Background: an optimization exercise with open tools, aiming at small area, a short achievable clock period and few clock cycles per item. Do not read the settings as production practice. Function was not checked in any run shown here: the RTL went through the layout flow alone.

==> flow/design.v, too long to show whole: its modules and the start of the top module <==
// module dnn_fa: 11 lines
// module dnn_ha: 9 lines
// module configurable_dnn_accelerator: 2385 lines
module configurable_dnn_accelerator (
    input clk,
    input rst_n,
    input start,
    input load_params,
    input [7:0] param_data,
    input [3:0] param_addr,       
    input param_valid,
    input [7:0] input_data_0,
    input [7:0] input_data_1,
    input [7:0] input_data_2,
    input [7:0] input_data_3,
    output [15:0] output_data_0,
    output [15:0] output_data_1,
    output reg done,
    output reg valid,
    output reg params_loaded
);
  // ...
==> flow/flow/run.sh <==
#!/bin/bash
# Layout: the standard flow (standard.sh, unchanged synthesis, floorplan,
# power grid, placement, CTS and routing), with one change: the port buffers
# that global placement inserts are sky130_fd_sc_hd__buf_4 cells.  Left to
# itself buffer_ports picks clkdlybuf4s50_1, a delay cell, and the timing
# repair (footprint-matched on sky130hd) cannot swap it for a faster buffer.
# Every input and output port still gets its buffer.
set -euo pipefail
export BUFFER_PORTS_ARGS="-buffer_cell sky130_fd_sc_hd__buf_4"
bash standard.sh > standard.log 2>&1
==> flow/standard.sh <==
#!/bin/bash
# synth_recipe.tcl (not shown) runs the flow's synth.tcl, then flattens the netlist and writes it again
# the make line also repeats each setting of config.mk as NAME=value (left out here)
make -C /OpenROAD-flow-scripts/flow DESIGN_CONFIG=/design/flow/config.mk WORK_HOME=/design/flow/orfs CLKGATE_MAP_FILE= SYNTH_SCRIPT=/design/flow/synth_recipe.tcl "${@:-finish}"
==> flow/config.mk <==
export PLATFORM = sky130hd
export DESIGN_NAME = configurable_dnn_accelerator
export DESIGN_NICKNAME = configurable_dnn_accelerator
export VERILOG_FILES = /design/flow/design.v
export SDC_FILE = /design/flow/constraint.sdc
export NUM_CORES = 4
export LEC_CHECK = 0
export ABC_CLOCK_PERIOD_IN_PS = 6000
export CAP_MARGIN = 20
export CORE_MARGIN = 2
export CORE_UTILIZATION = 40
export SETUP_SLACK_MARGIN = 1.5
export SLEW_MARGIN = 20
export SYNTH_HIERARCHICAL = 1
==> flow/constraint.sdc <==
create_clock -name core_clock -period 9.0 [get_ports {clk}]
set_input_delay 1.8000 -clock core_clock [delete_from_list [all_inputs] [get_ports {clk}]]
set_output_delay 1.8000 -clock core_clock [all_outputs]
set_load 0.01 [all_outputs]
==> impl_metrics.yaml, run 1 <==
status:
  status: "complete, no violations"
placed_design:
  io_buffer_count: 79
sta:
  finalCritPeriodShare: 0.893
global_route:
  grtUsageTotal: 0.236
  antenna_found_initial: 2
  global_route.usage.met3: 0.0555
worst_setup_path:
  critPathMaxFanout: 4
  crit_required_ps: 7200
  worst_path_max_delay_cell: "edfxtp_1"
  path_cells: "nand2_1 > fa_2 > fa_2 > fa_1 > fa_1 > fa_2 > fa_1 > fa_1 > ha_4 > a21o_1 > a21o_1 > a21oi_2 > o21a_1 > a31oi_4 > or4_1 > nand3_2 > buf_4"
  end_kind: "primary output"
clock_tree:
  cts.sinks: 281
  clockBufferDepth: 3
  cts-root-buf: "clkbuf_16"
  clk_pin_slew_ps: 80
logic_synthesis:
  synth_mux_area_frac: 0.000810
  postSynth.asyncResetShare: 0.0285
  synth_common_cells: "1,063 x fa_1, 875 x nand2_1, 273 x edfxtp_1"
  syn_area_per_cell_sq_um: 12.2
final_layout:
  clock_buffer_count: 35
  sh_seq_area: 0.189
  multi_input_area_share: 0.709
drt:
  routed-wl-met2_mm: 56.7
  drt-initial-drc-count: 2533
  dr.pass1.iters: 6
==> run 2: changes to the inputs <==
--- a/flow/design.v
+++ b/flow/design.v
@@ -47,24 +47,26 @@
             5'd18: kb = 8'h04;
             5'd19: kb = 8'hfa;
             5'd20: kb = 8'h04;
             5'd21: kb = 8'hfa;
             5'd22: kb = 8'h04;
             5'd23: kb = 8'hfa;
             5'd24: kb = 8'h83;
             5'd25: kb = 8'h7b;
-            5'd26: kb = 8'h83;
-            5'd27: kb = 8'h7b;
+            5'd26: kb = 8'h80;
+            5'd27: kb = 8'h81;
             default: kb = 8'h00;
         endcase
     end
     wire       is_bias = (load_cnt >= 5'd18);
     wire [8:0] bsum = {1'b0, param_data} + {1'b0, kb} + {8'd0, bcarry & load_cnt[0]};
-    wire [7:0] p_in = is_bias ? ~bsum[7:0] : param_data;
+    wire       comp = (load_cnt >= 5'd15 && load_cnt <= 5'd17) || (is_bias && load_cnt < 5'd26);
+    wire [7:0] p_sel = is_bias ? bsum[7:0] : param_data;
+    wire [7:0] p_in = comp ? ~p_sel : p_sel;
     integer i;
     always @(posedge clk) begin
         if (shift) begin
             for (i = 0; i < 27; i = i + 1) p[i] <= p[i+1];
             p[27] <= p_in;
             bcarry <= bsum[8];
         end
     end
@@ -102,19 +104,19 @@
     wire [7:0] w1_7 = p[7];
     wire [7:0] w1_8 = p[8];
     wire [7:0] w1_9 = p[9];
     wire [7:0] w1_10 = p[10];
     wire [7:0] w1_11 = p[11];
     wire [7:0] w2_0 = p[12];
     wire [7:0] w2_1 = p[13];
     wire [7:0] w2_2 = p[14];
-    wire [7:0] w2_3 = p[15];
-    wire [7:0] w2_4 = p[16];
-    wire [7:0] w2_5 = p[17];
+    wire [7:0] w2_3 = ~p[15];     
+    wire [7:0] w2_4 = ~p[16];     
+    wire [7:0] w2_5 = ~p[17];     
     wire [15:0] b1n_0 = {p[19], p[18]};
     wire [15:0] b1n_1 = {p[21], p[20]};
     wire [15:0] b1n_2 = {p[23], p[22]};
     wire [15:0] b2n_0 = {p[25], p[24]};
     wire [15:0] b2n_1 = {p[27], p[26]};
     wire [7:0] x0 = input_data_0;
     wire [7:0] x1 = input_data_1;
     wire [7:0] x2 = input_data_2;
@@ -2019,141 +2021,141 @@
     wire out0_s1877, out0_c1878;
     dnn_fa uout0_s1877 (.a(out0_c1812), .b(out0_s1845), .c(out0_c1844), .s(out0_s1877), .co(out0_c1878));
     wire out0_s1879, out0_c1880;
     dnn_fa uout0_s1879 (.a(out0_s1847), .b(out0_c1816), .c(out0_c1846), .s(out0_s1879), .co());
     wire [15:0] out0_ra = {out0_s1879, out0_s1877, out0_s1875, out0_s1873, out0_c1870, out0_c1868, out0_c1866, out0_c1864, out0_c1862, out0_c1860, out0_c1858, out0_c1856, out0_c1854, out0_c1852, out0_c1850, out0_s1849};
     wire [15:0] out0_rb = {out0_c1878, out0_c1876, out0_c1874, out0_c1872, out0_s1871, out0_s1869, out0_s1867, out0_s1865, out0_s1863, out0_s1861, out0_s1859, out0_s1857, out0_s1855, out0_s1853, out0_s1851, out0_s1817};
     wire [15:0] out0 = ~(out0_ra + out0_rb);
     wire out1_s1881, out1_c1882;
-    dnn_fa uout1_s1881 (.a(b2n_1[6]), .b(~(hb0[6] & w2_3[0])), .c(~(hb0[5] & w2_3[1])), .s(out1_s1881), .co(out1_c1882));
+    dnn_fa uout1_s1881 (.a(b2n_1[6]), .b((hb0[6] & w2_3[0])), .c((hb0[5] & w2_3[1])), .s(out1_s1881), .co(out1_c1882));
     wire out1_s1883, out1_c1884;
-    dnn_ha uout1_s1883 (.a(~(hb0[4] & w2_3[2])), .b(~(hb0[3] & w2_3[3])), .s(out1_s1883), .co(out1_c1884));
+    dnn_ha uout1_s1883 (.a((hb0[4] & w2_3[2])), .b((hb0[3] & w2_3[3])), .s(out1_s1883), .co(out1_c1884));
     wire out1_s1885, out1_c1886;
-    dnn_fa uout1_s1885 (.a(b2n_1[7]), .b(~(hb0[7] & w2_3[0])), .c(~(hb0[6] & w2_3[1])), .s(out1_s1885), .co(out1_c1886));
+    dnn_fa uout1_s1885 (.a(b2n_1[7]), .b((hb0[7] & w2_3[0])), .c((hb0[6] & w2_3[1])), .s(out1_s1885), .co(out1_c1886));
     wire out1_s1887, out1_c1888;
-    dnn_fa uout1_s1887 (.a(~(hb0[5] & w2_3[2])), .b(~(hb0[4] & w2_3[3])), .c(~(hb0[3] & w2_3[4])), .s(out1_s1887), .co(out1_c1888));
+    dnn_fa uout1_s1887 (.a((hb0[5] & w2_3[2])), .b((hb0[4] & w2_3[3])), .c((hb0[3] & w2_3[4])), .s(out1_s1887), .co(out1_c1888));
     wire out1_s1889, out1_c1890;
-    dnn_fa uout1_s1889 (.a(~(hb0[2] & w2_3[5])), .b(~(hb0[1] & w2_3[6])), .c((hb0[0] & w2_3[7])), .s(out1_s1889), .co(out1_c1890));
+    dnn_fa uout1_s1889 (.a((hb0[2] & w2_3[5])), .b((hb0[1] & w2_3[6])), .c(~(hb0[0] & w2_3[7])), .s(out1_s1889), .co(out1_c1890));
     wire out1_s1891, out1_c1892;
-    dnn_fa uout1_s1891 (.a(~(hb1[7] & w2_4[0])), .b(~(hb1[6] & w2_4[1])), .c(~(hb1[5] & w2_4[2])), .s(out1_s1891), .co(out1_c1892));
+    dnn_fa uout1_s1891 (.a((hb1[7] & w2_4[0])), .b((hb1[6] & w2_4[1])), .c((hb1[5] & w2_4[2])), .s(out1_s1891), .co(out1_c1892));
     wire out1_s1893, out1_c1894;
-    dnn_fa uout1_s1893 (.a(b2n_1[8]), .b(~(hb0[7] & w2_3[1])), .c(~(hb0[6] & w2_3[2])), .s(out1_s1893), .co(out1_c1894));
+    dnn_fa uout1_s1893 (.a(b2n_1[8]), .b((hb0[7] & w2_3[1])), .c((hb0[6] & w2_3[2])), .s(out1_s1893), .co(out1_c1894));
     wire out1_s1895, out1_c1896;
-    dnn_fa uout1_s1895 (.a(~(hb0[5] & w2_3[3])), .b(~(hb0[4] & w2_3[4])), .c(~(hb0[3] & w2_3[5])), .s(out1_s1895), .co(out1_c1896));
+    dnn_fa uout1_s1895 (.a((hb0[5] & w2_3[3])), .b((hb0[4] & w2_3[4])), .c((hb0[3] & w2_3[5])), .s(out1_s1895), .co(out1_c1896));
     wire out1_s1897, out1_c1898;
-    dnn_fa uout1_s1897 (.a(~(hb0[2] & w2_3[6])), .b((hb0[1] & w2_3[7])), .c(~(hb1[7] & w2_4[1])), .s(out1_s1897), .co(out1_c1898));
+    dnn_fa uout1_s1897 (.a((hb0[2] & w2_3[6])), .b(~(hb0[1] & w2_3[7])), .c((hb1[7] & w2_4[1])), .s(out1_s1897), .co(out1_c1898));
     wire out1_s1899, out1_c1900;
-    dnn_ha uout1_s1899 (.a(~(hb1[6] & w2_4[2])), .b(~(hb1[5] & w2_4[3])), .s(out1_s1899), .co(out1_c1900));
+    dnn_ha uout1_s1899 (.a((hb1[6] & w2_4[2])), .b((hb1[5] & w2_4[3])), .s(out1_s1899), .co(out1_c1900));
     wire out1_s1901, out1_c1902;
-    dnn_fa uout1_s1901 (.a(b2n_1[9]), .b(~(hb0[7] & w2_3[2])), .c(~(hb0[6] & w2_3[3])), .s(out1_s1901), .co(out1_c1902));
+    dnn_fa uout1_s1901 (.a(b2n_1[9]), .b((hb0[7] & w2_3[2])), .c((hb0[6] & w2_3[3])), .s(out1_s1901), .co(out1_c1902));
     wire out1_s1903, out1_c1904;
-    dnn_fa uout1_s1903 (.a(~(hb0[5] & w2_3[4])), .b(~(hb0[4] & w2_3[5])), .c(~(hb0[3] & w2_3[6])), .s(out1_s1903), .co(out1_c1904));
+    dnn_fa uout1_s1903 (.a((hb0[5] & w2_3[4])), .b((hb0[4] & w2_3[5])), .c((hb0[3] & w2_3[6])), .s(out1_s1903), .co(out1_c1904));
     wire out1_s1905, out1_c1906;
-    dnn_fa uout1_s1905 (.a(b2n_1[4]), .b(~(hb0[4] & w2_3[0])), .c(~(hb0[3] & w2_3[1])), .s(out1_s1905), .co(out1_c1906));
+    dnn_fa uout1_s1905 (.a(b2n_1[4]), .b((hb0[4] & w2_3[0])), .c((hb0[3] & w2_3[1])), .s(out1_s1905), .co(out1_c1906));
     wire out1_s1907, out1_c1908;
-    dnn_ha uout1_s1907 (.a(~(hb0[2] & w2_3[2])), .b(~(hb0[1] & w2_3[3])), .s(out1_s1907), .co(out1_c1908));
+    dnn_ha uout1_s1907 (.a((hb0[2] & w2_3[2])), .b((hb0[1] & w2_3[3])), .s(out1_s1907), .co(out1_c1908));
     wire out1_s1909, out1_c1910;
-    dnn_fa uout1_s1909 (.a(b2n_1[5]), .b(~(hb0[5] & w2_3[0])), .c(~(hb0[4] & w2_3[1])), .s(out1_s1909), .co(out1_c1910));
+    dnn_fa uout1_s1909 (.a(b2n_1[5]), .b((hb0[5] & w2_3[0])), .c((hb0[4] & w2_3[1])), .s(out1_s1909), .co(out1_c1910));
     wire out1_s1911, out1_c1912;
-    dnn_fa uout1_s1911 (.a(~(hb0[3] & w2_3[2])), .b(~(hb0[2] & w2_3[3])), .c(~(hb0[1] & w2_3[4])), .s(out1_s1911), .co(out1_c1912));
+    dnn_fa uout1_s1911 (.a((hb0[3] & w2_3[2])), .b((hb0[2] & w2_3[3])), .c((hb0[1] & w2_3[4])), .s(out1_s1911), .co(out1_c1912));
     wire out1_s1913, out1_c1914;
-    dnn_fa uout1_s1913 (.a(~(hb0[0] & w2_3[5])), .b(~(hb1[5] & w2_4[0])), .c(~(hb1[4] & w2_4[1])), .s(out1_s1913), .co(out1_c1914));
+    dnn_fa uout1_s1913 (.a((hb0[0] & w2_3[5])), .b((hb1[5] & w2_4[0])), .c((hb1[4] & w2_4[1])), .s(out1_s1913), .co(out1_c1914));
     wire out1_s1915, out1_c1916;
-    dnn_fa uout1_s1915 (.a(~(hb1[3] & w2_4[2])), .b(~(hb1[2] & w2_4[3])), .c(~(hb1[1] & w2_4[4])), .s(out1_s1915), .co(out1_c1916));
+    dnn_fa uout1_s1915 (.a((hb1[3] & w2_4[2])), .b((hb1[2] & w2_4[3])), .c((hb1[1] & w2_4[4])), .s(out1_s1915), .co(out1_c1916));
     wire out1_s1917, out1_c1918;
-    dnn_fa uout1_s1917 (.a(~(hb0[2] & w2_3[4])), .b(~(hb0[1] & w2_3[5])), .c(~(hb0[0] & w2_3[6])), .s(out1_s1917), .co(out1_c1918));
+    dnn_fa uout1_s1917 (.a((hb0[2] & w2_3[4])), .b((hb0[1] & w2_3[5])), .c((hb0[0] & w2_3[6])), .s(out1_s1917), .co(out1_c1918));
     wire out1_s1919, out1_c1920;
-    dnn_fa uout1_s1919 (.a(~(hb1[6] & w2_4[0])), .b(~(hb1[5] & w2_4[1])), .c(~(hb1[4] & w2_4[2])), .s(out1_s1919), .co(out1_c1920));
+    dnn_fa uout1_s1919 (.a((hb1[6] & w2_4[0])), .b((hb1[5] & w2_4[1])), .c((hb1[4] & w2_4[2])), .s(out1_s1919), .co(out1_c1920));
     wire out1_s1921, out1_c1922;
-    dnn_fa uout1_s1921 (.a(~(hb1[3] & w2_4[3])), .b(~(hb1[2] & w2_4[4])), .c(~(hb1[1] & w2_4[5])), .s(out1_s1921), .co(out1_c1922));
+    dnn_fa uout1_s1921 (.a((hb1[3] & w2_4[3])), .b((hb1[2] & w2_4[4])), .c((hb1[1] & w2_4[5])), .s(out1_s1921), .co(out1_c1922));
     wire out1_s1923, out1_c1924;
-    dnn_fa uout1_s1923 (.a(~(hb1[0] & w2_4[6])), .b(~(hb2[6] & w2_5[0])), .c(~(hb2[5] & w2_5[1])), .s(out1_s1923), .co(out1_c1924));
+    dnn_fa uout1_s1923 (.a((hb1[0] & w2_4[6])), .b((hb2[6] & w2_5[0])), .c((hb2[5] & w2_5[1])), .s(out1_s1923), .co(out1_c1924));
     wire out1_s1925, out1_c1926;
-    dnn_fa uout1_s1925 (.a(~(hb2[4] & w2_5[2])), .b(~(hb2[3] & w2_5[3])), .c(~(hb2[2] & w2_5[4])), .s(out1_s1925), .co(out1_c1926));
+    dnn_fa uout1_s1925 (.a((hb2[4] & w2_5[2])), .b((hb2[3] & w2_5[3])), .c((hb2[2] & w2_5[4])), .s(out1_s1925), .co(out1_c1926));
     wire out1_s1927, out1_c1928;
-    dnn_fa uout1_s1927 (.a(~(hb1[4] & w2_4[3])), .b(~(hb1[3] & w2_4[4])), .c(~(hb1[2] & w2_4[5])), .s(out1_s1927), .co(out1_c1928));
+    dnn_fa uout1_s1927 (.a((hb1[4] & w2_4[3])), .b((hb1[3] & w2_4[4])), .c((hb1[2] & w2_4[5])), .s(out1_s1927), .co(out1_c1928));
     wire out1_s1929, out1_c1930;
-    dnn_fa uout1_s1929 (.a(~(hb1[1] & w2_4[6])), .b((hb1[0] & w2_4[7])), .c(~(hb2[7] & w2_5[0])), .s(out1_s1929), .co(out1_c1930));
+    dnn_fa uout1_s1929 (.a((hb1[1] & w2_4[6])), .b(~(hb1[0] & w2_4[7])), .c((hb2[7] & w2_5[0])), .s(out1_s1929), .co(out1_c1930));
     wire out1_s1931, out1_c1932;
-    dnn_fa uout1_s1931 (.a(~(hb2[6] & w2_5[1])), .b(~(hb2[5] & w2_5[2])), .c(~(hb2[4] & w2_5[3])), .s(out1_s1931), .co(out1_c1932));
+    dnn_fa uout1_s1931 (.a((hb2[6] & w2_5[1])), .b((hb2[5] & w2_5[2])), .c((hb2[4] & w2_5[3])), .s(out1_s1931), .co(out1_c1932));
     wire out1_s1933, out1_c1934;
-    dnn_fa uout1_s1933 (.a(~(hb2[3] & w2_5[4])), .b(~(hb2[2] & w2_5[5])), .c(~(hb2[1] & w2_5[6])), .s(out1_s1933), .co(out1_c1934));
+    dnn_fa uout1_s1933 (.a((hb2[3] & w2_5[4])), .b((hb2[2] & w2_5[5])), .c((hb2[1] & w2_5[6])), .s(out1_s1933), .co(out1_c1934));
     wire out1_s1935, out1_c1936;
-    dnn_fa uout1_s1935 (.a((hb2[0] & w2_5[7])), .b(out1_c1882), .c(out1_c1884), .s(out1_s1935), .co(out1_c1936));
+    dnn_fa uout1_s1935 (.a(~(hb2[0] & w2_5[7])), .b(out1_c1882), .c(out1_c1884), .s(out1_s1935), .co(out1_c1936));
     wire out1_s1937, out1_c1938;
     dnn_ha uout1_s1937 (.a(out1_s1885), .b(out1_s1887), .s(out1_s1937), .co(out1_c1938));
     wire out1_s1939, out1_c1940;
-    dnn_fa uout1_s1939 (.a(~(hb1[4] & w2_4[4])), .b(~(hb1[3] & w2_4[5])), .c(~(hb1[2] & w2_4[6])), .s(out1_s1939), .co(out1_c1940));
+    dnn_fa uout1_s1939 (.a((hb1[4] & w2_4[4])), .b((hb1[3] & w2_4[5])), .c((hb1[2] & w2_4[6])), .s(out1_s1939), .co(out1_c1940));
     wire out1_s1941, out1_c1942;
-    dnn_fa uout1_s1941 (.a((hb1[1] & w2_4[7])), .b(~(hb2[7] & w2_5[1])), .c(~(hb2[6] & w2_5[2])), .s(out1_s1941), .co(out1_c1942));
+    dnn_fa uout1_s1941 (.a(~(hb1[1] & w2_4[7])), .b((hb2[7] & w2_5[1])), .c((hb2[6] & w2_5[2])), .s(out1_s1941), .co(out1_c1942));
     wire out1_s1943, out1_c1944;
-    dnn_fa uout1_s1943 (.a(~(hb2[5] & w2_5[3])), .b(~(hb2[4] & w2_5[4])), .c(~(hb2[3] & w2_5[5])), .s(out1_s1943), .co(out1_c1944));
+    dnn_fa uout1_s1943 (.a((hb2[5] & w2_5[3])), .b((hb2[4] & w2_5[4])), .c((hb2[3] & w2_5[5])), .s(out1_s1943), .co(out1_c1944));
     wire out1_s1945, out1_c1946;
-    dnn_fa uout1_s1945 (.a(~(hb2[2] & w2_5[6])), .b((hb2[1] & w2_5[7])), .c(out1_c1886), .s(out1_s1945), .co(out1_c1946));
+    dnn_fa uout1_s1945 (.a((hb2[2] & w2_5[6])), .b(~(hb2[1] & w2_5[7])), .c(out1_c1886), .s(out1_s1945), .co(out1_c1946));
     wire out1_s1947, out1_c1948;
     dnn_fa uout1_s1947 (.a(out1_c1888), .b(out1_c1890), .c(out1_c1892), .s(out1_s1947), .co(out1_c1948));
     wire out1_s1949, out1_c1950;
     dnn_fa uout1_s1949 (.a(out1_s1893), .b(out1_s1895), .c(out1_s1897), .s(out1_s1949), .co(out1_c1950));
     wire out1_s1951, out1_c1952;
-    dnn_fa uout1_s1951 (.a((hb0[2] & w2_3[7])), .b(~(hb1[7] & w2_4[2])), .c(~(hb1[6] & w2_4[3])), .s(out1_s1951), .co(out1_c1952));
+    dnn_fa uout1_s1951 (.a(~(hb0[2] & w2_3[7])), .b((hb1[7] & w2_4[2])), .c((hb1[6] & w2_4[3])), .s(out1_s1951), .co(out1_c1952));
     wire out1_s1953, out1_c1954;
-    dnn_fa uout1_s1953 (.a(~(hb1[5] & w2_4[4])), .b(~(hb1[4] & w2_4[5])), .c(~(hb1[3] & w2_4[6])), .s(out1_s1953), .co(out1_c1954));
+    dnn_fa uout1_s1953 (.a((hb1[5] & w2_4[4])), .b((hb1[4] & w2_4[5])), .c((hb1[3] & w2_4[6])), .s(out1_s1953), .co(out1_c1954));
     wire out1_s1955, out1_c1956;
-    dnn_fa uout1_s1955 (.a((hb1[2] & w2_4[7])), .b(~(hb2[7] & w2_5[2])), .c(~(hb2[6] & w2_5[3])), .s(out1_s1955), .co(out1_c1956));
+    dnn_fa uout1_s1955 (.a(~(hb1[2] & w2_4[7])), .b((hb2[7] & w2_5[2])), .c((hb2[6] & w2_5[3])), .s(out1_s1955), .co(out1_c1956));
     wire out1_s1957, out1_c1958;
-    dnn_fa uout1_s1957 (.a(~(hb2[5] & w2_5[4])), .b(~(hb2[4] & w2_5[5])), .c(~(hb2[3] & w2_5[6])), .s(out1_s1957), .co(out1_c1958));
+    dnn_fa uout1_s1957 (.a((hb2[5] & w2_5[4])), .b((hb2[4] & w2_5[5])), .c((hb2[3] & w2_5[6])), .s(out1_s1957), .co(out1_c1958));
     wire out1_s1959, out1_c1960;
-    dnn_fa uout1_s1959 (.a((hb2[2] & w2_5[7])), .b(out1_c1894), .c(out1_c1896), .s(out1_s1959), .co(out1_c1960));
+    dnn_fa uout1_s1959 (.a(~(hb2[2] & w2_5[7])), .b(out1_c1894), .c(out1_c1896), .s(out1_s1959), .co(out1_c1960));
     wire out1_s1961, out1_c1962;
     dnn_fa uout1_s1961 (.a(out1_c1898), .b(out1_c1900), .c(out1_s1901), .s(out1_s1961), .co(out1_c1962));
     wire out1_s1963, out1_c1964;
-    dnn_fa uout1_s1963 (.a(b2n_1[10]), .b(~(hb0[7] & w2_3[3])), .c(~(hb0[6] & w2_3[4])), .s(out1_s1963), .co(out1_c1964));
+    dnn_fa uout1_s1963 (.a(b2n_1[10]), .b((hb0[7] & w2_3[3])), .c((hb0[6] & w2_3[4])), .s(out1_s1963), .co(out1_c1964));
     wire out1_s1965, out1_c1966;
-    dnn_fa uout1_s1965 (.a(~(hb0[5] & w2_3[5])), .b(~(hb0[4] & w2_3[6])), .c((hb0[3] & w2_3[7])), .s(out1_s1965), .co(out1_c1966));
+    dnn_fa uout1_s1965 (.a((hb0[5] & w2_3[5])), .b((hb0[4] & w2_3[6])), .c(~(hb0[3] & w2_3[7])), .s(out1_s1965), .co(out1_c1966));
     wire out1_s1967, out1_c1968;
-    dnn_fa uout1_s1967 (.a(~(hb1[7] & w2_4[3])), .b(~(hb1[6] & w2_4[4])), .c(~(hb1[5] & w2_4[5])), .s(out1_s1967), .co(out1_c1968));
+    dnn_fa uout1_s1967 (.a((hb1[7] & w2_4[3])), .b((hb1[6] & w2_4[4])), .c((hb1[5] & w2_4[5])), .s(out1_s1967), .co(out1_c1968));
     wire out1_s1969, out1_c1970;
-    dnn_fa uout1_s1969 (.a(~(hb1[4] & w2_4[6])), .b((hb1[3] & w2_4[7])), .c(~(hb2[7] & w2_5[3])), .s(out1_s1969), .co(out1_c1970));
+    dnn_fa uout1_s1969 (.a((hb1[4] & w2_4[6])), .b(~(hb1[3] & w2_4[7])), .c((hb2[7] & w2_5[3])), .s(out1_s1969), .co(out1_c1970));
     wire out1_s1971, out1_c1972;
-    dnn_fa uout1_s1971 (.a(~(hb2[6] & w2_5[4])), .b(~(hb2[5] & w2_5[5])), .c(~(hb2[4] & w2_5[6])), .s(out1_s1971), .co(out1_c1972));
+    dnn_fa uout1_s1971 (.a((hb2[6] & w2_5[4])), .b((hb2[5] & w2_5[5])), .c((hb2[4] & w2_5[6])), .s(out1_s1971), .co(out1_c1972));
     wire out1_s1973, out1_c1974;
-    dnn_ha uout1_s1973 (.a((hb2[3] & w2_5[7])), .b(out1_c1902), .s(out1_s1973), .co(out1_c1974));
+    dnn_ha uout1_s1973 (.a(~(hb2[3] & w2_5[7])), .b(out1_c1902), .s(out1_s1973), .co(out1_c1974));
     wire out1_s1975, out1_c1976;
-    dnn_fa uout1_s1975 (.a(b2n_1[11]), .b(~(hb0[7] & w2_3[4])), .c(~(hb0[6] & w2_3[5])), .s(out1_s1975), .co(out1_c1976));
+    dnn_fa uout1_s1975 (.a(b2n_1[11]), .b((hb0[7] & w2_3[4])), .c((hb0[6] & w2_3[5])), .s(out1_s1975), .co(out1_c1976));
     wire out1_s1977, out1_c1978;
-    dnn_fa uout1_s1977 (.a(~(hb0[5] & w2_3[6])), .b((hb0[4] & w2_3[7])), .c(~(hb1[7] & w2_4[4])), .s(out1_s1977), .co(out1_c1978));
+    dnn_fa uout1_s1977 (.a((hb0[5] & w2_3[6])), .b(~(hb0[4] & w2_3[7])), .c((hb1[7] & w2_4[4])), .s(out1_s1977), .co(out1_c1978));
     wire out1_s1979, out1_c1980;
-    dnn_fa uout1_s1979 (.a(~(hb1[6] & w2_4[5])), .b(~(hb1[5] & w2_4[6])), .c((hb1[4] & w2_4[7])), .s(out1_s1979), .co(out1_c1980));
+    dnn_fa uout1_s1979 (.a((hb1[6] & w2_4[5])), .b((hb1[5] & w2_4[6])), .c(~(hb1[4] & w2_4[7])), .s(out1_s1979), .co(out1_c1980));
     wire out1_s1981, out1_c1982;
-    dnn_ha uout1_s1981 (.a(b2n_1[2]), .b(~(hb0[2] & w2_3[0])), .s(out1_s1981), .co(out1_c1982));
+    dnn_ha uout1_s1981 (.a(b2n_1[2]), .b((hb0[2] & w2_3[0])), .s(out1_s1981), .co(out1_c1982));
     wire out1_s1983, out1_c1984;
-    dnn_fa uout1_s1983 (.a(b2n_1[3]), .b(~(hb0[3] & w2_3[0])), .c(~(hb0[2] & w2_3[1])), .s(out1_s1983), .co(out1_c1984));
+    dnn_fa uout1_s1983 (.a(b2n_1[3]), .b((hb0[3] & w2_3[0])), .c((hb0[2] & w2_3[1])), .s(out1_s1983), .co(out1_c1984));
     wire out1_s1985, out1_c1986;
-    dnn_fa uout1_s1985 (.a(~(hb0[1] & w2_3[2])), .b(~(hb0[0] & w2_3[3])), .c(~(hb1[3] & w2_4[0])), .s(out1_s1985), .co(out1_c1986));
+    dnn_fa uout1_s1985 (.a((hb0[1] & w2_3[2])), .b((hb0[0] & w2_3[3])), .c((hb1[3] & w2_4[0])), .s(out1_s1985), .co(out1_c1986));
     wire out1_s1987, out1_c1988;
-    dnn_ha uout1_s1987 (.a(~(hb1[2] & w2_4[1])), .b(~(hb1[1] & w2_4[2])), .s(out1_s1987), .co(out1_c1988));
+    dnn_ha uout1_s1987 (.a((hb1[2] & w2_4[1])), .b((hb1[1] & w2_4[2])), .s(out1_s1987), .co(out1_c1988));
     wire out1_s1989, out1_c1990;
-    dnn_fa uout1_s1989 (.a(~(hb0[0] & w2_3[4])), .b(~(hb1[4] & w2_4[0])), .c(~(hb1[3] & w2_4[1])), .s(out1_s1989), .co(out1_c1990));
+    dnn_fa uout1_s1989 (.a((hb0[0] & w2_3[4])), .b((hb1[4] & w2_4[0])), .c((hb1[3] & w2_4[1])), .s(out1_s1989), .co(out1_c1990));
     wire out1_s1991, out1_c1992;
-    dnn_fa uout1_s1991 (.a(~(hb1[2] & w2_4[2])), .b(~(hb1[1] & w2_4[3])), .c(~(hb1[0] & w2_4[4])), .s(out1_s1991), .co(out1_c1992));
+    dnn_fa uout1_s1991 (.a((hb1[2] & w2_4[2])), .b((hb1[1] & w2_4[3])), .c((hb1[0] & w2_4[4])), .s(out1_s1991), .co(out1_c1992));
     wire out1_s1993, out1_c1994;
-    dnn_fa uout1_s1993 (.a(~(hb2[4] & w2_5[0])), .b(~(hb2[3] & w2_5[1])), .c(~(hb2[2] & w2_5[2])), .s(out1_s1993), .co(out1_c1994));
+    dnn_fa uout1_s1993 (.a((hb2[4] & w2_5[0])), .b((hb2[3] & w2_5[1])), .c((hb2[2] & w2_5[2])), .s(out1_s1993), .co(out1_c1994));
     wire out1_s1995, out1_c1996;
-    dnn_ha uout1_s1995 (.a(~(hb2[1] & w2_5[3])), .b(~(hb2[0] & w2_5[4])), .s(out1_s1995), .co(out1_c1996));
+    dnn_ha uout1_s1995 (.a((hb2[1] & w2_5[3])), .b((hb2[0] & w2_5[4])), .s(out1_s1995), .co(out1_c1996));
     wire out1_s1997, out1_c1998;
-    dnn_fa uout1_s1997 (.a(~(hb1[0] & w2_4[5])), .b(~(hb2[5] & w2_5[0])), .c(~(hb2[4] & w2_5[1])), .s(out1_s1997), .co(out1_c1998));
+    dnn_fa uout1_s1997 (.a((hb1[0] & w2_4[5])), .b((hb2[5] & w2_5[0])), .c((hb2[4] & w2_5[1])), .s(out1_s1997), .co(out1_c1998));
     wire out1_s1999, out1_c2000;
-    dnn_fa uout1_s1999 (.a(~(hb2[3] & w2_5[2])), .b(~(hb2[2] & w2_5[3])), .c(~(hb2[1] & w2_5[4])), .s(out1_s1999), .co(out1_c2000));
+    dnn_fa uout1_s1999 (.a((hb2[3] & w2_5[2])), .b((hb2[2] & w2_5[3])), .c((hb2[1] & w2_5[4])), .s(out1_s1999), .co(out1_c2000));
     wire out1_s2001, out1_c2002;
-    dnn_fa uout1_s2001 (.a(~(hb2[0] & w2_5[5])), .b(out1_c1906), .c(out1_c1908), .s(out1_s2001), .co(out1_c2002));
+    dnn_fa uout1_s2001 (.a((hb2[0] & w2_5[5])), .b(out1_c1906), .c(out1_c1908), .s(out1_s2001), .co(out1_c2002));
     wire out1_s2003, out1_c2004;
     dnn_fa uout1_s2003 (.a(out1_s1909), .b(out1_s1911), .c(out1_s1913), .s(out1_s2003), .co(out1_c2004));
     wire out1_s2005, out1_c2006;
-    dnn_fa uout1_s2005 (.a(~(hb2[1] & w2_5[5])), .b(~(hb2[0] & w2_5[6])), .c(out1_c1910), .s(out1_s2005), .co(out1_c2006));
+    dnn_fa uout1_s2005 (.a((hb2[1] & w2_5[5])), .b((hb2[0] & w2_5[6])), .c(out1_c1910), .s(out1_s2005), .co(out1_c2006));
     wire out1_s2007, out1_c2008;
     dnn_fa uout1_s2007 (.a(out1_c1912), .b(out1_c1914), .c(out1_c1916), .s(out1_s2007), .co(out1_c2008));
     wire out1_s2009, out1_c2010;
     dnn_fa uout1_s2009 (.a(out1_s1917), .b(out1_s1919), .c(out1_s1921), .s(out1_s2009), .co(out1_c2010));
     wire out1_s2011, out1_c2012;
     dnn_fa uout1_s2011 (.a(out1_s1923), .b(out1_s1925), .c(out1_s1881), .s(out1_s2011), .co(out1_c2012));
     wire out1_s2013, out1_c2014;
     dnn_fa uout1_s2013 (.a(out1_c1918), .b(out1_c1920), .c(out1_c1922), .s(out1_s2013), .co(out1_c2014));
@@ -2183,43 +2185,43 @@
     dnn_fa uout1_s2037 (.a(out1_c1904), .b(out1_c1952), .c(out1_c1954), .s(out1_s2037), .co(out1_c2038));
     wire out1_s2039, out1_c2040;
     dnn_fa uout1_s2039 (.a(out1_c1956), .b(out1_c1958), .c(out1_s1963), .s(out1_s2039), .co(out1_c2040));
     wire out1_s2041, out1_c2042;
     dnn_fa uout1_s2041 (.a(out1_s1965), .b(out1_s1967), .c(out1_s1969), .s(out1_s2041), .co(out1_c2042));
     wire out1_s2043, out1_c2044;
     dnn_fa uout1_s2043 (.a(out1_s1971), .b(out1_c1960), .c(out1_c1962), .s(out1_s2043), .co(out1_c2044));
     wire out1_s2045, out1_c2046;
-    dnn_fa uout1_s2045 (.a(~(hb2[7] & w2_5[4])), .b(~(hb2[6] & w2_5[5])), .c(~(hb2[5] & w2_5[6])), .s(out1_s2045), .co(out1_c2046));
+    dnn_fa uout1_s2045 (.a((hb2[7] & w2_5[4])), .b((hb2[6] & w2_5[5])), .c((hb2[5] & w2_5[6])), .s(out1_s2045), .co(out1_c2046));
     wire out1_s2047, out1_c2048;
-    dnn_fa uout1_s2047 (.a((hb2[4] & w2_5[7])), .b(out1_c1964), .c(out1_c1966), .s(out1_s2047), .co(out1_c2048));
+    dnn_fa uout1_s2047 (.a(~(hb2[4] & w2_5[7])), .b(out1_c1964), .c(out1_c1966), .s(out1_s2047), .co(out1_c2048));
     wire out1_s2049, out1_c2050;
     dnn_fa uout1_s2049 (.a(out1_c1968), .b(out1_c1970), .c(out1_c1972), .s(out1_s2049), .co(out1_c2050));
     wire out1_s2051, out1_c2052;
     dnn_fa uout1_s2051 (.a(out1_s1975), .b(out1_s1977), .c(out1_s1979), .s(out1_s2051), .co(out1_c2052));
     wire out1_s2053, out1_c2054;
-    dnn_fa uout1_s2053 (.a(b2n_1[12]), .b(~(hb0[7] & w2_3[5])), .c(~(hb0[6] & w2_3[6])), .s(out1_s2053), .co(out1_c2054));
+    dnn_fa uout1_s2053 (.a(b2n_1[12]), .b((hb0[7] & w2_3[5])), .c((hb0[6] & w2_3[6])), .s(out1_s2053), .co(out1_c2054));
     wire out1_s2055, out1_c2056;
-    dnn_fa uout1_s2055 (.a((hb0[5] & w2_3[7])), .b(~(hb1[7] & w2_4[5])), .c(~(hb1[6] & w2_4[6])), .s(out1_s2055), .co(out1_c2056));
+    dnn_fa uout1_s2055 (.a(~(hb0[5] & w2_3[7])), .b((hb1[7] & w2_4[5])), .c((hb1[6] & w2_4[6])), .s(out1_s2055), .co(out1_c2056));
     wire out1_s2057, out1_c2058;
-    dnn_fa uout1_s2057 (.a((hb1[5] & w2_4[7])), .b(~(hb2[7] & w2_5[5])), .c(~(hb2[6] & w2_5[6])), .s(out1_s2057), .co(out1_c2058));
+    dnn_fa uout1_s2057 (.a(~(hb1[5] & w2_4[7])), .b((hb2[7] & w2_5[5])), .c((hb2[6] & w2_5[6])), .s(out1_s2057), .co(out1_c2058));
     wire out1_s2059, out1_c2060;
-    dnn_fa uout1_s2059 (.a((hb2[5] & w2_5[7])), .b(out1_c1976), .c(out1_c1978), .s(out1_s2059), .co(out1_c2060));
+    dnn_fa uout1_s2059 (.a(~(hb2[5] & w2_5[7])), .b(out1_c1976), .c(out1_c1978), .s(out1_s2059), .co(out1_c2060));
     wire out1_s2061, out1_c2062;
-    dnn_fa uout1_s2061 (.a(b2n_1[13]), .b(~(hb0[7] & w2_3[6])), .c((hb0[6] & w2_3[7])), .s(out1_s2061), .co(out1_c2062));
+    dnn_fa uout1_s2061 (.a(b2n_1[13]), .b((hb0[7] & w2_3[6])), .c(~(hb0[6] & w2_3[7])), .s(out1_s2061), .co(out1_c2062));
     wire out1_s2063, out1_c2064;
-    dnn_ha uout1_s2063 (.a(b2n_1[1]), .b(~(hb0[1] & w2_3[0])), .s(out1_s2063), .co(out1_c2064));
+    dnn_ha uout1_s2063 (.a(b2n_1[1]), .b((hb0[1] & w2_3[0])), .s(out1_s2063), .co(out1_c2064));
     wire out1_s2065, out1_c2066;
-    dnn_fa uout1_s2065 (.a(~(hb0[1] & w2_3[1])), .b(~(hb0[0] & w2_3[2])), .c(~(hb1[2] & w2_4[0])), .s(out1_s2065), .co(out1_c2066));
+    dnn_fa uout1_s2065 (.a((hb0[1] & w2_3[1])), .b((hb0[0] & w2_3[2])), .c((hb1[2] & w2_4[0])), .s(out1_s2065), .co(out1_c2066));
     wire out1_s2067, out1_c2068;
-    dnn_fa uout1_s2067 (.a(~(hb1[1] & w2_4[1])), .b(~(hb1[0] & w2_4[2])), .c(~(hb2[2] & w2_5[0])), .s(out1_s2067), .co(out1_c2068));
+    dnn_fa uout1_s2067 (.a((hb1[1] & w2_4[1])), .b((hb1[0] & w2_4[2])), .c((hb2[2] & w2_5[0])), .s(out1_s2067), .co(out1_c2068));
     wire out1_s2069, out1_c2070;
-    dnn_fa uout1_s2069 (.a(~(hb1[0] & w2_4[3])), .b(~(hb2[3] & w2_5[0])), .c(~(hb2[2] & w2_5[1])), .s(out1_s2069), .co(out1_c2070));
+    dnn_fa uout1_s2069 (.a((hb1[0] & w2_4[3])), .b((hb2[3] & w2_5[0])), .c((hb2[2] & w2_5[1])), .s(out1_s2069), .co(out1_c2070));
     wire out1_s2071, out1_c2072;
-    dnn_fa uout1_s2071 (.a(~(hb2[1] & w2_5[2])), .b(~(hb2[0] & w2_5[3])), .c(out1_c1982), .s(out1_s2071), .co(out1_c2072));
+    dnn_fa uout1_s2071 (.a((hb2[1] & w2_5[2])), .b((hb2[0] & w2_5[3])), .c(out1_c1982), .s(out1_s2071), .co(out1_c2072));
     wire out1_s2073, out1_c2074;
     dnn_ha uout1_s2073 (.a(out1_s1983), .b(out1_s1985), .s(out1_s2073), .co(out1_c2074));
     wire out1_s2075, out1_c2076;
     dnn_fa uout1_s2075 (.a(out1_c1984), .b(out1_c1986), .c(out1_c1988), .s(out1_s2075), .co(out1_c2076));
     wire out1_s2077, out1_c2078;
     dnn_fa uout1_s2077 (.a(out1_s1989), .b(out1_s1991), .c(out1_s1993), .s(out1_s2077), .co(out1_c2078));
     wire out1_s2079, out1_c2080;
     dnn_fa uout1_s2079 (.a(out1_s1995), .b(out1_s1905), .c(out1_s1907), .s(out1_s2079), .co(out1_c2080));
@@ -2267,27 +2269,27 @@
     dnn_fa uout1_s2121 (.a(out1_s2049), .b(out1_s2051), .c(out1_c2044), .s(out1_s2121), .co(out1_c2122));
     wire out1_s2123, out1_c2124;
     dnn_fa uout1_s2123 (.a(out1_c1980), .b(out1_c2046), .c(out1_s2053), .s(out1_s2123), .co(out1_c2124));
     wire out1_s2125, out1_c2126;
     dnn_fa uout1_s2125 (.a(out1_s2055), .b(out1_s2057), .c(out1_c2048), .s(out1_s2125), .co(out1_c2126));
     wire out1_s2127, out1_c2128;
     dnn_fa uout1_s2127 (.a(out1_c2050), .b(out1_c2052), .c(out1_s2059), .s(out1_s2127), .co(out1_c2128));
     wire out1_s2129, out1_c2130;
-    dnn_fa uout1_s2129 (.a(~(hb1[7] & w2_4[6])), .b((hb1[6] & w2_4[7])), .c(~(hb2[7] & w2_5[6])), .s(out1_s2129), .co(out1_c2130));
+    dnn_fa uout1_s2129 (.a((hb1[7] & w2_4[6])), .b(~(hb1[6] & w2_4[7])), .c((hb2[7] & w2_5[6])), .s(out1_s2129), .co(out1_c2130));
     wire out1_s2131, out1_c2132;
-    dnn_fa uout1_s2131 (.a((hb2[6] & w2_5[7])), .b(out1_c2054), .c(out1_c2056), .s(out1_s2131), .co(out1_c2132));
+    dnn_fa uout1_s2131 (.a(~(hb2[6] & w2_5[7])), .b(out1_c2054), .c(out1_c2056), .s(out1_s2131), .co(out1_c2132));
     wire out1_s2133, out1_c2134;
     dnn_fa uout1_s2133 (.a(out1_c2058), .b(out1_s2061), .c(out1_c2060), .s(out1_s2133), .co(out1_c2134));
     wire out1_s2135, out1_c2136;
-    dnn_fa uout1_s2135 (.a(b2n_1[14]), .b((hb0[7] & w2_3[7])), .c((hb1[7] & w2_4[7])), .s(out1_s2135), .co(out1_c2136));
+    dnn_fa uout1_s2135 (.a(b2n_1[14]), .b(~(hb0[7] & w2_3[7])), .c(~(hb1[7] & w2_4[7])), .s(out1_s2135), .co(out1_c2136));
     wire out1_s2137, out1_c2138;
-    dnn_fa uout1_s2137 (.a(~(hb0[0] & w2_3[1])), .b(~(hb1[1] & w2_4[0])), .c(~(hb1[0] & w2_4[1])), .s(out1_s2137), .co(out1_c2138));
+    dnn_fa uout1_s2137 (.a((hb0[0] & w2_3[1])), .b((hb1[1] & w2_4[0])), .c((hb1[0] & w2_4[1])), .s(out1_s2137), .co(out1_c2138));
     wire out1_s2139, out1_c2140;
-    dnn_fa uout1_s2139 (.a(~(hb2[1] & w2_5[1])), .b(~(hb2[0] & w2_5[2])), .c(out1_c2064), .s(out1_s2139), .co(out1_c2140));
+    dnn_fa uout1_s2139 (.a((hb2[1] & w2_5[1])), .b((hb2[0] & w2_5[2])), .c(out1_c2064), .s(out1_s2139), .co(out1_c2140));
     wire out1_s2141, out1_c2142;
     dnn_ha uout1_s2141 (.a(out1_s2065), .b(out1_s2067), .s(out1_s2141), .co(out1_c2142));
     wire out1_s2143, out1_c2144;
     dnn_fa uout1_s2143 (.a(out1_c2066), .b(out1_c2068), .c(out1_s2069), .s(out1_s2143), .co(out1_c2144));
     wire out1_s2145, out1_c2146;
     dnn_fa uout1_s2145 (.a(out1_s1987), .b(out1_s2071), .c(out1_s2073), .s(out1_s2145), .co(out1_c2146));
     wire out1_s2147, out1_c2148;
     dnn_fa uout1_s2147 (.a(out1_c2070), .b(out1_c2072), .c(out1_c2074), .s(out1_s2147), .co(out1_c2148));
@@ -2325,23 +2327,23 @@
     dnn_fa uout1_s2179 (.a(out1_s2123), .b(out1_c2118), .c(out1_s2125), .s(out1_s2179), .co(out1_c2180));
     wire out1_s2181, out1_c2182;
     dnn_fa uout1_s2181 (.a(out1_c2120), .b(out1_s2127), .c(out1_c2122), .s(out1_s2181), .co(out1_c2182));
     wire out1_s2183, out1_c2184;
     dnn_fa uout1_s2183 (.a(out1_s2129), .b(out1_c2124), .c(out1_s2131), .s(out1_s2183), .co(out1_c2184));
     wire out1_s2185, out1_c2186;
     dnn_fa uout1_s2185 (.a(out1_c2126), .b(out1_s2133), .c(out1_c2128), .s(out1_s2185), .co(out1_c2186));
     wire out1_s2187, out1_c2188;
-    dnn_fa uout1_s2187 (.a((hb2[7] & w2_5[7])), .b(out1_c2062), .c(out1_c2130), .s(out1_s2187), .co(out1_c2188));
+    dnn_fa uout1_s2187 (.a(~(hb2[7] & w2_5[7])), .b(out1_c2062), .c(out1_c2130), .s(out1_s2187), .co(out1_c2188));
     wire out1_s2189, out1_c2190;
     dnn_fa uout1_s2189 (.a(out1_s2135), .b(out1_c2132), .c(out1_c2134), .s(out1_s2189), .co(out1_c2190));
     wire out1_s2191, out1_c2192;
-    dnn_ha uout1_s2191 (.a(b2n_1[0]), .b(~(hb0[0] & w2_3[0])), .s(out1_s2191), .co(out1_c2192));
+    dnn_ha uout1_s2191 (.a(b2n_1[0]), .b((hb0[0] & w2_3[0])), .s(out1_s2191), .co(out1_c2192));
     wire out1_s2193, out1_c2194;
-    dnn_fa uout1_s2193 (.a(~(hb2[1] & w2_5[0])), .b(~(hb2[0] & w2_5[1])), .c(out1_s2137), .s(out1_s2193), .co(out1_c2194));
+    dnn_fa uout1_s2193 (.a((hb2[1] & w2_5[0])), .b((hb2[0] & w2_5[1])), .c(out1_s2137), .s(out1_s2193), .co(out1_c2194));
     wire out1_s2195, out1_c2196;
     dnn_fa uout1_s2195 (.a(out1_c2138), .b(out1_s1981), .c(out1_s2139), .s(out1_s2195), .co(out1_c2196));
     wire out1_s2197, out1_c2198;
     dnn_fa uout1_s2197 (.a(out1_c2140), .b(out1_c2142), .c(out1_s2143), .s(out1_s2197), .co(out1_c2198));
     wire out1_s2199, out1_c2200;
     dnn_fa uout1_s2199 (.a(out1_c2144), .b(out1_s2147), .c(out1_c2146), .s(out1_s2199), .co(out1_c2200));
     wire out1_s2201, out1_c2202;
     dnn_fa uout1_s2201 (.a(out1_c2148), .b(out1_s2151), .c(out1_c2150), .s(out1_s2201), .co(out1_c2202));
@@ -2361,17 +2363,17 @@
     dnn_fa uout1_s2215 (.a(out1_c2176), .b(out1_s2179), .c(out1_s2181), .s(out1_s2215), .co(out1_c2216));
     wire out1_s2217, out1_c2218;
     dnn_fa uout1_s2217 (.a(out1_s2183), .b(out1_c2180), .c(out1_s2185), .s(out1_s2217), .co(out1_c2218));
     wire out1_s2219, out1_c2220;
     dnn_fa uout1_s2219 (.a(out1_s2187), .b(out1_c2184), .c(out1_s2189), .s(out1_s2219), .co(out1_c2220));
     wire out1_s2221, out1_c2222;
     dnn_fa uout1_s2221 (.a(b2n_1[15]), .b(out1_c2136), .c(out1_c2188), .s(out1_s2221), .co());
     wire out1_s2223, out1_c2224;
-    dnn_ha uout1_s2223 (.a(~(hb1[0] & w2_4[0])), .b(~(hb2[0] & w2_5[0])), .s(out1_s2223), .co(out1_c2224));
+    dnn_ha uout1_s2223 (.a((hb1[0] & w2_4[0])), .b((hb2[0] & w2_5[0])), .s(out1_s2223), .co(out1_c2224));
     wire out1_s2225, out1_c2226;
     dnn_fa uout1_s2225 (.a(out1_c2192), .b(out1_s2063), .c(out1_s2193), .s(out1_s2225), .co(out1_c2226));
     wire out1_s2227, out1_c2228;
     dnn_fa uout1_s2227 (.a(out1_c2194), .b(out1_s2141), .c(out1_s2195), .s(out1_s2227), .co(out1_c2228));
     wire out1_s2229, out1_c2230;
     dnn_fa uout1_s2229 (.a(out1_c2196), .b(out1_s2197), .c(out1_s2145), .s(out1_s2229), .co(out1_c2230));
     wire out1_s2231, out1_c2232;
     dnn_fa uout1_s2231 (.a(out1_c2198), .b(out1_s2149), .c(out1_s2199), .s(out1_s2231), .co(out1_c2232));
@@ -2394,12 +2396,12 @@
     wire out1_s2249, out1_c2250;
     dnn_fa uout1_s2249 (.a(out1_c2182), .b(out1_s2217), .c(out1_c2216), .s(out1_s2249), .co(out1_c2250));
     wire out1_s2251, out1_c2252;
     dnn_fa uout1_s2251 (.a(out1_c2186), .b(out1_s2219), .c(out1_c2218), .s(out1_s2251), .co(out1_c2252));
     wire out1_s2253, out1_c2254;
     dnn_fa uout1_s2253 (.a(out1_s2221), .b(out1_c2190), .c(out1_c2220), .s(out1_s2253), .co());
     wire [15:0] out1_ra = {out1_s2253, out1_s2251, out1_s2249, out1_s2247, out1_c2244, out1_c2242, out1_c2240, out1_c2238, out1_c2236, out1_c2234, out1_c2232, out1_c2230, out1_c2228, out1_c2226, out1_c2224, out1_s2223};
     wire [15:0] out1_rb = {out1_c2252, out1_c2250, out1_c2248, out1_c2246, out1_s2245, out1_s2243, out1_s2241, out1_s2239, out1_s2237, out1_s2235, out1_s2233, out1_s2231, out1_s2229, out1_s2227, out1_s2225, out1_s2191};
-    wire [15:0] out1 = ~(out1_ra + out1_rb);
+    wire [15:0] out1 = out1_ra + out1_rb;
     assign output_data_0 = out0;
     assign output_data_1 = out1;
 endmodule
==> flow/config.mk (replaced) <==
export PLATFORM = sky130hd
export DESIGN_NAME = configurable_dnn_accelerator
export DESIGN_NICKNAME = configurable_dnn_accelerator
export VERILOG_FILES = /design/flow/design.v
export SDC_FILE = /design/flow/constraint.sdc
export NUM_CORES = 4
export LEC_CHECK = 0
export ABC_CLOCK_PERIOD_IN_PS = 1500
export CAP_MARGIN = 20
export CORE_MARGIN = 2
export CORE_UTILIZATION = 40
export SETUP_SLACK_MARGIN = 1.5
export SLEW_MARGIN = 20
export SYNTH_HIERARCHICAL = 1
==> run 2 against run 1 <==
  * Still clean on timing, DRC and antenna
  * Final cell count grew 0.49%
  * Critical path type unchanged
  * Critical endpoint unchanged
  * Hold slack lost 14 ps
==> impl_metrics.yaml, run 2 <==
worst_setup_path:
  crit_required_ps: 7200
  critPathMaxFanout: 3
  worstPathArrival_ps: 5990
  path_cells: "buf_6 > and2_4 > fa_2 > fa_2 > fa_2 > fa_1 > fa_1 > fa_1 > fa_1 > ha_4 > or3_1 > o21ai_1 > a21oi_1 > a31oi_2 > o21bai_1 > a21oi_2 > xnor2_1 > buf_4"
  worst_path_max_delay_cell: "fa_1"
  worst-path-buf-inv: 2
  start_kind: "flip-flop"
  cpLargestDelayFamily: "adder cells"
  crit_path_frequent_cell: "fa_1"
  end_kind: "primary output"
  critPathMaxStageDelay_ps: 580
  path_class: "flip-flop to primary output"
floorplan:
  fp.dieW_microns: 320
  io_pins: 84
  fp.dieArea_sq_um: 102000
  rows: 115
  core-area_sq_um: 98600
  fp.dieH_microns: 320
  initial_core_util: 0.405
logic_synthesis:
  synth_edf_count: 273
  synth.most_common_cell: "fa_1"
  yosysTopAreaCell: "fa_1"
  synth_seq_area_share: 0.210
  syn_nets: 4603
  ys_types: 57
  postSynth.asyncResetShare: 0.0285
  yosysTopAreaCellShare: 0.533
  synth_area_sq_um: 39900
  synth_cells: 3338
  syn_area_per_cell_sq_um: 12.0
  yosys_warnings: 8
  ys_ff_latch: 281
  synth_common_cells: "1,063 x fa_1, 865 x nand2_1, 273 x edfxtp_1"
  ys.flop_type: "edfxtp_1"
  yosys-top-cells-area: "fa_1 53%, edfxtp_1 21%, nand2_1 8.1%"
clock_tree:
  clk_pin_slew_ps: 60
  cts_tree: "yes"
  worstSkewPairLatency_ps: 590
  htree_levels: 2
  numCtsBuffers: 35
  cts.sinks: 281
  clockBufferDepth: 3
  hold_buffers: 0
  cts-root-buf: "clkbuf_16"
sta:
  max_freq_mhz: 128
  fin_crit_ps: 7790
  slew_headroom: 0.380
  rsz0062_at_grt: "yes"
  tightest_slew_ps: 924
  setup_viol: 0
  slew_violations: 0
  setup_tns_ps: 0
  skew_ps: 35.8
  hold_viol: 0
  holdWs_ps: 461
  finalCritPeriodShare: 0.866
final_layout:
  fin_cells: 4675
  diodes: 0
  num-fill-cells: 8942
  utilization: 0.451
  largest_reg_flops: 224
  mostFrequentLayoutCells: "1,018 x fa_1, 857 x nand2_1, 273 x edfxtp_1, 200 x nor2_1, 178 x buf_4"
  final_common_cell: "fa_1"
  max_flop_register: "p"
  syn2layout_area_growth_pct: 11.5
  layout-drive-gt1-share: 0.134
  finalNetCount: 4628
global_route:
  grt_overflow: 0
  grtUsageTotal: 0.239
  antenna_found_initial: 0
  grt_pass1_vias: 29000
  grt_pass1_wl_mm: 181
  grt_start_max_net_pins: 127
drt:
  ant_nets: 0
  via_per_inst: 5.59
  drc: 0
  dr.pass1.iters: 6
  wire_per_inst_microns: 25.1
  num_vias: 26100
  drt-initial-drc-count: 2544
  drt_wl_total_mm: 117
placed_design:
  placedCellCount: 4464
  gp_congestion: 0.904
  io_buffer_count: 79
  hpwlAfterDp_mm: 87.2
worst_hold_path:
  hp-class: "flip-flop to flip-flop"
status:
  status: "complete, no violations"
job:
  maxCapViolCount: 0
## run 2: per-module statistics from Yosys, one instance, submodules excluded
module	flops+latches	cells
dnn_fa	0	1
configurable_dnn_accelerator	281	2211
dnn_ha	0	1
## run 2: timing repair
action | 4_1_cts | 5_1_grt
setup buffers | 125 | 24
gates resized for setup | 120 | 107
endpoints found under the setup margin | 17 | 42
pin swaps | 61 | 37
## run 2: final cells by class
type | count | area [sq um] | area share
multi-input combinational | 2781 | 31000 | 0.697
clock inverter | 24 | 278 | 0.00624
inverter | 28 | 113 | 0.00253
clock buffer | 38 | 887 | 0.0199
tap | 1287 | 1610 | 0.0362
sequential | 281 | 8400 | 0.189
timing repair buffer | 236 | 2190 | 0.0493
## run 2: cells by family (layout without fill, tap and decap cells)
| family | Yosys count | in the layout | synth area share |
|---|---|---|---|
| simple gates | 1337 | 1337 | 0.142 |
| fa+ha+maj | 1216 | 1216 | 0.581 |
| flops | 281 | 281 | 0.210 |
| buf+inv | 276 | 326 | 0.0263 |
| mux | 4 | 4 | 0.00100 |
| compound gates | 169 | 169 | 0.0268 |
| xor+xnor | 55 | 55 | 0.0123 |
## run 2: final timing paths
check,startpoint,end,slack (ps),cells past startpoint
min,p[26][2],p[25][2],460,0
min in group asynchronous,rst_n,valid,1050,1
max,h0[1],output_data_0[15],1210,18
min reg2reg,p[26][2],p[25][2],460,0
max in group asynchronous,rst_n,load_cnt[3],7810,1
max reg2reg,p[8][4],h2[7],2430,17
## run 2: through the flow
stage	cell area, sq um	setup WS (ps)
after floorplan	39900	1530
after global placement	41200	792
after detailed placement	41200	780
after CTS	43900	1150
after global routing	44500	956
final	44500	1210
## run 2: routing by layer
layer | wire length (microns) | global-route usage
met3 | 11900 | 0.0640
met2 | 54900 | 0.372
met1 | 45600 | 0.320
met4 | 4620 | 0.0879
met5 | 154 | 0.0123
## run 2: worst reg2reg max path, stage by stage (launching register included)
cell	delay [ps]
edfxtp_1	590
nand2_1	160
fa_1	550
fa_1	470
fa_1	460
fa_1	520
fa_1	440
fa_1	540
fa_1	430
ha_1	220
or4_4	530
a21oi_2	170
a221o_1	300
a31oi_1	150
nor2_2	240
xnor2_4	200
buf_6	180
and2b_1	180
==> run 3: changes to the inputs <==
--- a/flow/config.mk
+++ b/flow/config.mk
@@ -6,9 +6,9 @@
 export NUM_CORES = 4
 export LEC_CHECK = 0
-export ABC_CLOCK_PERIOD_IN_PS = 1500
+export ABC_CLOCK_PERIOD_IN_PS = 6000
 export CAP_MARGIN = 20
 export CORE_MARGIN = 2
 export CORE_UTILIZATION = 40
-export SETUP_SLACK_MARGIN = 1.5
+export SETUP_SLACK_MARGIN = 1.0
 export SLEW_MARGIN = 20
 export SYNTH_HIERARCHICAL = 1
==> run 3 against run 2 <==
  * Still clean
  * Wire length fell by 0.81%
  * Hold slack improved by 5.4 ps
  * Core utilization shrank 0.96 points
==> impl_metrics.yaml, run 3 <==
floorplan:
  fp.dieArea_sq_um: 102000
  core-area_sq_um: 98600
  rows: 115
  fp.dieH_microns: 320
  io_pins: 84
  initial_core_util: 0.405
  fp.dieW_microns: 320
sta:
  skew_ps: 30.2
  setup_tns_ps: 0
  slew_headroom: 0.371
  setup_viol: 0
  tightest_slew_ps: 944
  slew_violations: 0
  fin_crit_ps: 7960
  rsz0062_at_grt: "yes"
  setup_slack_ps: 1040
  max_freq_mhz: 126
  holdWs_ps: 467
  finalCritPeriodShare: 0.884
  hold_viol: 0
worst_setup_path:
  start_kind: "flip-flop"
  startpoint: "p[12][1]"
  crit_required_ps: 7200
  rr_endpoint: "g1[6]"
  worst-path-buf-inv: 3
  cpLargestDelayFamily: "adder cells"
  path_class: "flip-flop to primary output"
  critPathMaxFanout: 4
  worst_path_max_delay_cell: "fa_1"
  rr_worst_depth: 17
  crit_path_frequent_cell: "fa_1"
  path_cells: "buf_4 > nand2_1 > fa_1 > fa_1 > fa_1 > fa_1 > fa_1 > fa_1 > ha_1 > or3_1 > o21bai_2 > a221oi_2 > buf_4 > o21bai_1 > a21o_1 > xnor2_1 > buf_4"
  critical_path_depth: 17
  worstPathArrival_ps: 6160
  r2r-start: "p[4][0]"
  end_kind: "primary output"
  reg2reg_slack_ps: 2180
  critPathMaxStageDelay_ps: 570
  cp-endpoint: "output_data_0[12]"
placed_design:
  hpwlAfterDp_mm: 89.5
  gp_congestion: 0.919
  place_area_sq_um: 41400
  io_buffer_count: 79
  dp_slack_ps: 603
logic_synthesis:
  yosys_warnings: 8
  synth_common_cells: "1,063 x fa_1, 865 x nand2_1, 273 x edfxtp_1"
  ys_types: 57
  yosysTopAreaCell: "fa_1"
  ys_ff_latch: 281
  syn_nets: 4603
  synth_area_sq_um: 39900
  postSynth.asyncResetShare: 0.0285
  synth.most_common_cell: "fa_1"
  yosysTopAreaCellShare: 0.533
  ys.flop_type: "edfxtp_1"
  synth_seq_area_share: 0.210
  synth_edf_count: 273
  synth_cells: 3338
  yosys-top-cells-area: "fa_1 53%, edfxtp_1 21%, nand2_1 8.1%"
  syn_area_per_cell_sq_um: 12.0
job:
  maxCapViolCount: 0
final_layout:
  largest_reg_flops: 224
  final_common_cell: "fa_1"
  multi_input_area_sq_um: 30600
  max_flop_register: "p"
  diodes: 0
  mostFrequentLayoutCells: "1,052 x fa_1, 862 x nand2_1, 273 x edfxtp_1, 214 x buf_4, 212 x nor2_1"
  final_area_sq_um: 43600
  finalNetCount: 4609
  seq_area_sq_um: 8400
  syn2layout_area_growth_pct: 9.17
  layout-drive-gt1-share: 0.103
  num-fill-cells: 9035
clock_tree:
  hold_buffers: 0
  cts-root-buf: "clkbuf_16"
  cts.sinks: 281
  worstSkewPairLatency_ps: 580
  clockBufferDepth: 3
  htree_levels: 2
  numCtsBuffers: 34
  clk_pin_slew_ps: 60
  cts_tree: "yes"
global_route:
  grt_pass1_vias: 29000
  grt_start_max_net_pins: 123
  antenna_found_initial: 1
  grtUsageTotal: 0.238
  grt_pass1_wl_mm: 180
  grt_overflow: 0
drt:
  drt-initial-drc-count: 2641
  wire_per_inst_microns: 25.0
  num_vias: 25800
  ant_nets: 0
  via_per_inst: 5.53
  dr.pass1.iters: 5
  drt_wl_total_mm: 116
  drc: 0
status:
  status: "complete, no violations"
worst_hold_path:
  hp-class: "flip-flop to flip-flop"
## run 3: cell types whose count changed in the layout (fill, tap and decap cells not counted), sizes merged
| cell | change |
|---|---|
| buf | -18 |
| clkbuf | +2 |
| clkinv | +2 |
| clkinvlp | -2 |
| inv | -2 |
| bufinv | -1 |
## run 3: cells by family (layout without fill, tap and decap cells)
family	count (synthesis)	after routing	share of synthesized area
AO/OA/AOI/OAI	169	169	0.0268
multiplexers	4	4	0.00100
XOR/XNOR	55	55	0.0123
buffers and inverters	276	307	0.0263
AND/OR/NAND/NOR	1337	1337	0.142
adder cells (fa/ha/maj)	1216	1216	0.581
flip-flops	281	281	0.210
## run 3: cell type report
| type | instances | area share |
|---|---|---|
| multi-input cells | 2781 | 0.703 |
| flip-flops and latches | 281 | 0.193 |
| repair buffers | 218 | 0.0387 |
| well taps | 1287 | 0.0370 |
| clock buffers | 40 | 0.0201 |
| clock inverters | 21 | 0.00592 |
| inverters | 28 | 0.00259 |
## run 3: modules after synthesis (local to each module, per instance)
module,cell area [sq um],flip-flops and latches,cells inside,times used
configurable_dnn_accelerator,17800,281,2211,1
dnn_fa,20.0,0,1,1059
dnn_ha,12.5,0,1,68
## run 3: routing by layer
layer | vias up | part of all wire | GRT usage
li1 | 10500 | - | -
met1 | 13700 | 0.39 | 0.319
met2 | 1363 | 0.47 | 0.372
met3 | 224 | 0.11 | 0.0652
met4 | 0 | 0.041 | 0.0849
met5 | - | 0 | 0
## run 3: worst reg2reg max path: stages, from the launching register on
cell and delay [ps]:
edfxtp_1 650, nand2_1 160, fa_1 440, fa_1 400, fa_1 520, fa_1 390
fa_1 510, fa_1 440, fa_1 510, fa_1 410, ha_1 350, nand3_1 130
a211oi_1 300, o21ai_1 110, o21a_1 200, o21ai_0 240, a22oi_2 230, or4_1 570
## run 3: what timing repair did
action | 4_1_cts | 5_1_grt
buffers inserted | 53 | 55
cloned | 0 | 0
endpoints found under the hold margin | 0 | 0
setup endpoints to repair | 9 | 25
pin swaps | 3 | 12
resized for setup | 7 | 33
## run 3: per-stage QoR
step            util  cells
2_1_floorplan      -   3338
3_3_place_gp   0.420   4487
3_5_place_dp   0.420   4487
4_1_cts        0.436   4601
5_1_grt        0.442   4656
6_report       0.442   4656
## run 3: worst min path at each step
| stage | end | startpoint | slack, ps | cells after the start |
|---|---|---|---|---|
| finish | p[23][1] | p[24][1] | 470 | 0 |
| detailed placement | p[19][0] | p[20][0] | 460 | 0 |
| global placement | p[25][2] | p[26][2] | 460 | 0 |
| floorplan | p[11][0] | p[12][0] | 420 | 0 |
| CTS | p[23][1] | p[24][1] | 470 | 0 |
| global route | p[25][2] | p[26][2] | 490 | 0 |

[separate check: timing with driven ports]
The results above use ideal ports. As a check the final layouts listed here were re-extracted and re-timed, cells and wires unchanged. Step 1, drivers: a clkbuf_16 drives clk and a buf_2 each remaining input, both assumed. Step 2, shift: input delay + t, output delay - t, t = (earliest + latest rising clock arrival at the registers) / 2. This alone moves slack from input paths to output paths. Slacks: ideal / step 1 / step 2; pairs: ideal / step 1.
run | t (ns) | slack for setup (ns) | worst setup path at the end
run 1 | 0.697 | 0.965 / 0.896 / 0.991 | input to register
run 2 | 0.629 | 1.210 / 1.147 / 1.016 | input to register
run 3 | 0.627 | 1.045 / 0.982 / 0.694 | input to register
After both steps setup and hold are still met in every run listed. For run 3, which loses most, drivers alone change the setup slack by -0.063 ns; drivers and shift together by -0.351 ns.
